This is an optimization exercise on Yosys and OpenROAD, whose aim is small area and a short achievable clock period, not a production implementation.
Only simulation tests tie the RTL to the original design; equivalence was not proved.
Power and IR drop assume default switching activity.

==> inputs of v35 <==
## MIPS_Core
module MIPS_Core (
input  wire          Clk_M,
input  wire          Reset_M,
output wire  [31:0]  PC_M,
input  wire  [31:0]  Instr_M,
output wire          MemWrite_M,
output wire  [31:0]  ALUOut_M,
output wire  [31:0]  WriteData_M,
input  wire  [31:0]  ReadData_M
);
wire [5:0]  op    = Instr_M[31:26];
wire [5:0]  funct = Instr_M[5:0];
wire [31:0] simm  = {{16{Instr_M[15]}}, Instr_M[15:0]};
wire is_r    = (op == 6'b00_0000);
wire is_addi = (op == 6'b00_1000);
wire is_lw   = (op == 6'b10_0011);
wire is_sw   = (op == 6'b10_1011);
wire is_beq  = (op == 6'b00_0100);
wire is_j    = (op == 6'b00_0010);
wire f_sub = (funct == 6'b10_0010);
wire f_slt = (funct == 6'b10_1010);
wire f_mul = (funct == 6'b01_1100);
wire        reg_write = is_r | is_addi | is_lw;
wire [4:0]  wr_addr   = is_r ? Instr_M[15:11] : Instr_M[20:16];
wire [31:0] rs_val, rt_val;
wire [31:0] wr_data;
reg [31:0] mem [0:31];
reg [31:0] valid;
always @(posedge Clk_M or negedge Reset_M)
    if (!Reset_M)
        valid <= 32'd0;
    else if (reg_write)
        valid[wr_addr] <= 1'b1;
always @(posedge Clk_M)
    if (reg_write)
        mem[wr_addr] <= wr_data;
wire [1023:0] mem_q;
genvar gi;
generate
  ...
==> module MIPS_Core, before the edit <==
module MIPS_Core (
input  wire          Clk_M,
input  wire          Reset_M,
output wire  [31:0]  PC_M,
input  wire  [31:0]  Instr_M,
output wire          MemWrite_M,
output wire  [31:0]  ALUOut_M,
output wire  [31:0]  WriteData_M,
input  wire  [31:0]  ReadData_M
);
wire [5:0]  op    = Instr_M[31:26];
wire [5:0]  funct = Instr_M[5:0];
wire [31:0] simm  = {{16{Instr_M[15]}}, Instr_M[15:0]};
wire is_r    = (op == 6'b00_0000);
wire is_addi = (op == 6'b00_1000);
wire is_lw   = (op == 6'b10_0011);
wire is_sw   = (op == 6'b10_1011);
wire is_beq  = (op == 6'b00_0100);
wire is_j    = (op == 6'b00_0010);
wire f_sub = (funct == 6'b10_0010);
wire f_slt = (funct == 6'b10_1010);
wire f_mul = (funct == 6'b01_1100);
wire        reg_write = is_r | is_addi | is_lw;
wire [4:0]  wr_addr   = is_r ? Instr_M[15:11] : Instr_M[20:16];
wire [31:0] rs_val, rt_val;
wire [31:0] wr_data;
reg [31:0] mem [0:31];
reg [31:0] valid;
always @(posedge Clk_M or negedge Reset_M)
    if (!Reset_M)
        valid <= 32'd0;
    else if (reg_write)
        valid[wr_addr] <= 1'b1;
always @(posedge Clk_M)
    if (reg_write)
        mem[wr_addr] <= wr_data;
wire [1023:0] mem_q;
genvar gi;
generate
    for (gi = 0; gi < 32; gi = gi + 1) begin : q_
        assign mem_q[32*gi +: 32] = mem[gi];
    end
endgenerate
wire [31:0] sel1, sel2;
RF_Decode Dec1 (.A(Instr_M[25:21]), .V(valid), .Sel(sel1));
RF_Decode Dec2 (.A(Instr_M[20:16]), .V(valid), .Sel(sel2));
RF_Read Rd1 (.Q(mem_q), .Sel(sel1), .RD(rs_val));
RF_Read Rd2 (.Q(mem_q), .Sel(sel2), .RD(rt_val));
wire [31:0] addr;
Adder #(.W(32)) AddrAdd (.A(rs_val), .B(simm), .Cin(1'b0), .C(addr));
wire        r_sub = f_sub | f_slt;
wire [31:0] sum, prod;
ALU Alu (
    .SrcA(rs_val),
    .SrcB(rt_val),
    .Sub(r_sub),
    .Sum(sum),
    .Prod(prod)
);
wire [31:0] other = is_lw ? ReadData_M : is_r ? (f_slt ? {31'd0, sum[31]} : sum) : addr;
assign ALUOut_M    = addr;
assign WriteData_M = rt_val;
assign MemWrite_M  = is_sw;
assign wr_data     = (is_r & f_mul) ? prod : other;
reg  [31:0] pc;
wire [31:0] pc4     = pc + 32'd4;
wire [31:0] pc_br   = pc4 + {simm[29:0], 2'b00};
wire        take_br = is_beq & (rs_val == rt_val);
wire [31:0] pc_next = is_j    ? {pc4[31:28], Instr_M[25:0], 2'b00} :
                      take_br ? pc_br : pc4;
always @(posedge Clk_M or negedge Reset_M)
    if (!Reset_M) pc <= 32'd0;
    else          pc <= pc_next;
assign PC_M = pc;
endmodule
export LEC_CHECK = 0
export CAP_MARGIN = 20
export CORE_MARGIN = 2
export CORE_UTILIZATION = 30
export CTS_CLUSTER_DIAMETER = 60
export CTS_CLUSTER_SIZE = 25
export SLEW_MARGIN = 20
export SYNTH_HIERARCHICAL = 1
create_clock -name core_clock -period 22.0 [get_ports {Clk_M}]
standard.sh (not shown) runs the stock make flow with config.mk's settings and CLKGATE_MAP_FILE= SYNTH_SCRIPT=/design/flow/synth_recipe.tcl, a recipe that flattens the netlist after the stock synthesis.
==> flow/flow/run.sh <==
#!/bin/bash
# Layout: the standard flow (standard.sh), with three changes in how the
# layout is made. The SDC, the clock period and every step's script are the
# standard ones.
#  * ORFS's timing repair aims at a setup slack of 10 ns rather than 0, so that
#    it keeps speeding up the critical paths past what the 22 ns clock needs.
#  * Port buffering (still on every input and output) starts from buf_1; the
#    repair upsizes the ones on critical paths.
#  * After the standard synthesis, the a22oi/a21oi/o22ai gates that ABC sized
#    up to drive strength 2 start at strength 1; the repair upsizes the ones
#    on critical paths. Registers are not touched.
set -euo pipefail
ARGS=(SETUP_SLACK_MARGIN=10 "BUFFER_PORTS_ARGS=-buffer_cell sky130_fd_sc_hd__buf_1")
bash standard.sh "${ARGS[@]}" synth > synth.log 2>&1
NET=orfs/results/$FLOW_PLATFORM/MIPS_Core/base/1_2_yosys.v
sed -i -E 's/sky130_fd_sc_hd__(a22oi|a21oi|o22ai)_2 /sky130_fd_sc_hd__\1_1 /' "$NET"
touch "$NET"
bash standard.sh "${ARGS[@]}" finish > layout.log 2>&1
==> v9 (differences from v35) <==
--- a/flow/design.v
+++ b/flow/design.v
@@ -1759,5 +1759,5 @@
 wire [31:0] addr;
 Adder #(.W(32)) AddrAdd (.A(rs_val), .B(simm), .Cin(1'b0), .C(addr));
-wire        r_sub = f_sub | f_slt;
+wire        r_sub = is_beq | (is_r & (f_sub | f_slt));
 wire [31:0] sum, prod;
 ALU Alu (
@@ -1768,9 +1768,11 @@
     .Prod(prod)
 );
-wire [31:0] other = is_lw ? ReadData_M : is_r ? (f_slt ? {31'd0, sum[31]} : sum) : addr;
-assign ALUOut_M    = addr;
+wire        use_addr = is_lw | is_sw | is_addi;
+wire [31:0] other = use_addr ? addr : (is_r & f_slt) ? {31'd0, sum[31]} : sum;
+wire [31:0] alu_out = (is_r & f_mul) ? prod : other;
+assign ALUOut_M    = alu_out;
 assign WriteData_M = rt_val;
 assign MemWrite_M  = is_sw;
-assign wr_data     = (is_r & f_mul) ? prod : other;
+assign wr_data     = (is_r & f_mul) ? prod : is_lw ? ReadData_M : other;
 reg  [31:0] pc;
 wire [31:0] pc4     = pc + 32'd4;
==> flow/flow/run.sh (replaced) <==
#!/bin/bash
# Layout: the standard flow (standard.sh) unchanged, except that ORFS's
# timing repair aims at a setup slack of 6 ns rather than 0, so that it keeps
# speeding up the critical paths past what the 22 ns clock needs. The SDC,
# the clock period and every other step are the standard ones.
set -euo pipefail
export SETUP_SLACK_MARGIN=6
bash standard.sh > standard.log 2>&1
==> run summary <==
metric                                                                                v9                      v35
Termination of the worst setup path                                         ALUOut_M[31]             ALUOut_M[23]
Pleak                                                                           26.71 nW                 24.97 nW
Layout-stage area growth over the synthesis result                                23.49%                   21.44%
Proportion of final cell area spent on non-clock buffers                          7.968%                   6.685%
Maximum resistive drop on vdd                                                 0.05866 mV               0.05699 mV
Vias per std cell                                                                  6.310                    6.532
Number of antenna violations at the first check in global routing                      9                        7
Final std cells w/o fill                                                           7,973                    7,676
Cell-internal power                                                             3.844 mW                 3.614 mW
Skew final                                                                    0.05371 ns               0.06822 ns
Total design power                                                              5.730 mW                 5.323 mW
Met2 wire len                                                                   111.7 mm                 115.8 mm
RR Startpoint                                                      valid[12]$_DFFE_PN0P_     valid[3]$_DFFE_PN0P_
Post-route setup slack                                                          5.949 ns                 9.727 ns
Fraction of met2 tracks used by global routing                                    35.06%                   37.39%
Cell repeated most along the worst path                            sky130_fd_sc_hd__fa_1  sky130_fd_sc_hd__buf_12
Logic inverters                                                                       89                       87
# resized after CTS                                                                  454                      478
Crit path time final                                                            16.05 ns                 12.27 ns
Drt first-iter violations                                                          9,646                   10,970
Fraction of power consumed by the clock network                                    31.2%                    30.0%
Status                                                  no timing/DRC/antenna violations  no timing/DRC/antenna violations
Cell count after placement                                                         7,605                    7,389
Total sequential power                                                           2.39 mW                  2.41 mW
Endpoint, Worst Hold                                                valid[1]$_DFFE_PN0P_    valid[10]$_DFFE_PN0P_

========
==> 03-01: inputs <==
MIPS_Core again, from the RTL that the note above started with.
// MIPS_Core
module MIPS_Core (
input  wire          Clk_M,
input  wire          Reset_M,
output wire  [31:0]  PC_M,
input  wire  [31:0]  Instr_M,
output wire          MemWrite_M,
output wire  [31:0]  ALUOut_M,
output wire  [31:0]  WriteData_M,
input  wire  [31:0]  ReadData_M
);
clock: 22.0 ns
lec_check: 0
cap_margin: 20
core_margin: 2
core_utilization: 30
cts_cluster_diameter: 60
cts_cluster_size: 25
slew_margin: 20
synth_hierarchical: 1
==> flow/flow/run.sh <==
#!/bin/bash
# Layout: the standard flow (standard.sh) unchanged, except that ORFS's
# timing repair aims at a setup slack of 10 ns rather than 0, so that it keeps
# speeding up the critical paths past what the 22 ns clock needs. The SDC,
# the clock period and every other step are the standard ones.
set -euo pipefail
export SETUP_SLACK_MARGIN=10
bash standard.sh > standard.log 2>&1
==> 03-23 (differences from 03-01) <==
--- a/flow/design.v
+++ b/flow/design.v
@@ -1759,5 +1759,5 @@
 wire [31:0] addr;
 Adder #(.W(32)) AddrAdd (.A(rs_val), .B(simm), .Cin(1'b0), .C(addr));
-wire        r_sub = f_sub | f_slt;
+wire        r_sub = is_beq | (is_r & (f_sub | f_slt));
 wire [31:0] sum, prod;
 ALU Alu (
@@ -1768,9 +1768,11 @@
     .Prod(prod)
 );
-wire [31:0] other = is_lw ? ReadData_M : is_r ? (f_slt ? {31'd0, sum[31]} : sum) : addr;
-assign ALUOut_M    = addr;
+wire        use_addr = is_lw | is_sw | is_addi;
+wire [31:0] other = use_addr ? addr : (is_r & f_slt) ? {31'd0, sum[31]} : sum;
+wire [31:0] alu_out = (is_r & f_mul) ? prod : other;
+assign ALUOut_M    = alu_out;
 assign WriteData_M = rt_val;
 assign MemWrite_M  = is_sw;
-assign wr_data     = (is_r & f_mul) ? prod : other;
+assign wr_data     = (is_r & f_mul) ? prod : is_lw ? ReadData_M : other;
 reg  [31:0] pc;
 wire [31:0] pc4     = pc + 32'd4;
==> flow/flow/run.sh (replaced) <==
#!/bin/bash
# Layout: the standard flow (standard.sh), with three changes in how the
# layout is made. The SDC, the clock period and every step's script are the
# standard ones.
#  * ORFS's timing repair aims at a setup slack of 6 ns rather than 0, so that
#    it keeps speeding up the critical paths past what the 22 ns clock needs.
#  * Port buffering (still on every input and output) starts from buf_1; the
#    repair upsizes the ones on critical paths.
#  * After the standard synthesis, the a22oi/a21oi/o22ai gates that ABC sized
#    up to drive strength 2 start at strength 1; the repair upsizes the ones
#    on critical paths. Registers are not touched.
set -euo pipefail
ARGS=(SETUP_SLACK_MARGIN=6 "BUFFER_PORTS_ARGS=-buffer_cell sky130_fd_sc_hd__buf_1")
bash standard.sh "${ARGS[@]}" synth > synth.log 2>&1
NET=orfs/results/$FLOW_PLATFORM/MIPS_Core/base/1_2_yosys.v
sed -i -E 's/sky130_fd_sc_hd__(a22oi|a21oi|o22ai)_2 /sky130_fd_sc_hd__\1_1 /' "$NET"
touch "$NET"
bash standard.sh "${ARGS[@]}" finish > layout.log 2>&1
==> run summary <==
In sequential power, 03-01 and 03-23 hardly differ.
Between 03-01 and 03-23, the lower first-iteration DRC count is in 03-01 (gap about 6%, measured against 03-23).
Power: 03-23 is higher than 03-01 (2.6%).
Against 03-23, the via count of 03-01 is lower by about 1.5%.
Against 03-23, the clock power of 03-01 is smaller by about 7%.
Between 03-23 and 03-01, the lower non-clock buffer count is in 03-01 (gap 87).
In 03-01 the fmax is larger than in 03-23, by 29%.
Between 03-01 and 03-23, the lower sequential share of layout area is in 03-01 (gap 0.72 points).
==> figures <==
quantity                                                                             03-23                  03-01
Outcome                                                   no timing/DRC/antenna violations  no timing/DRC/antenna violations
Switching power                                                                  0.00174 W              0.00169 W
Power dissipated in the clock network                                            0.00151 W              0.00140 W
Slowest library cell on the worst path                                                fa_1                 and3_4
Sequential cell power                                                            0.00239 W              0.00242 W
Die width                                                                           453 um                 460 um
Placer's final routability congestion estimate                                       0.921                  0.907
Clock transition at the registers of the reported paths                              70 ps                  80 ps
Number of antenna violations at the first check in global routing                        1                      9
Start point of the worst hold path                                   valid[20]$_DFFE_PN0P_  valid[17]$_DFFE_PN0P_
Share of final-layout standard cells stronger than drive strength 1                  0.194                  0.267
Number of buffers created by CTS                                                        71                     66
Iteration-0 DRC Markers                                                             10,400                  9,799
Comb power frac                                                                      0.273                  0.270
Nets@finish                                                                          5,554                  5,393
Detail-routed net length per standard cell                                         32.9 um                34.0 um
CP Depth                                                                                30                     19
Clock share of power                                                                 0.282                  0.268

-- what the ideal ports hide --
Ports are ideal in the flow. The routed layouts listed here were re-timed in OpenROAD.
Step 1 sets driving cells, clkbuf_16 on the clock port and buf_2 on the other inputs (assumed; they add their load-dependent delay and slew).
Step 2 times the ports against the registers' clock, not the clock port: input delays grow and output delays shrink by t, the midpoint of the rising clock arrivals with the driver on.
a / b / c = no drivers / after step 1 / after step 2; a / b = the first two.
run | t (ns) | setup WS [ns] | worst setup path at the end | slew at the worst register clock pin (ns)
v35 | 0.788 | 9.727 / 9.569 / 9.349 | input to register | 0.10 / 0.10
v9 | 0.767 | 5.949 / 5.837 / 5.837 | input to output | 0.09 / 0.09
03-01 | 0.748 | 9.565 / 9.409 / 9.146 | input to register | 0.11 / 0.11
03-23 | 0.755 | 5.925 / 5.822 / 5.822 | input to output | 0.10 / 0.10
After both steps every run listed still meets setup and hold. The setup slack of 03-01, which loses most, moves by -0.156 ns with the drivers and by -0.419 ns with both steps.
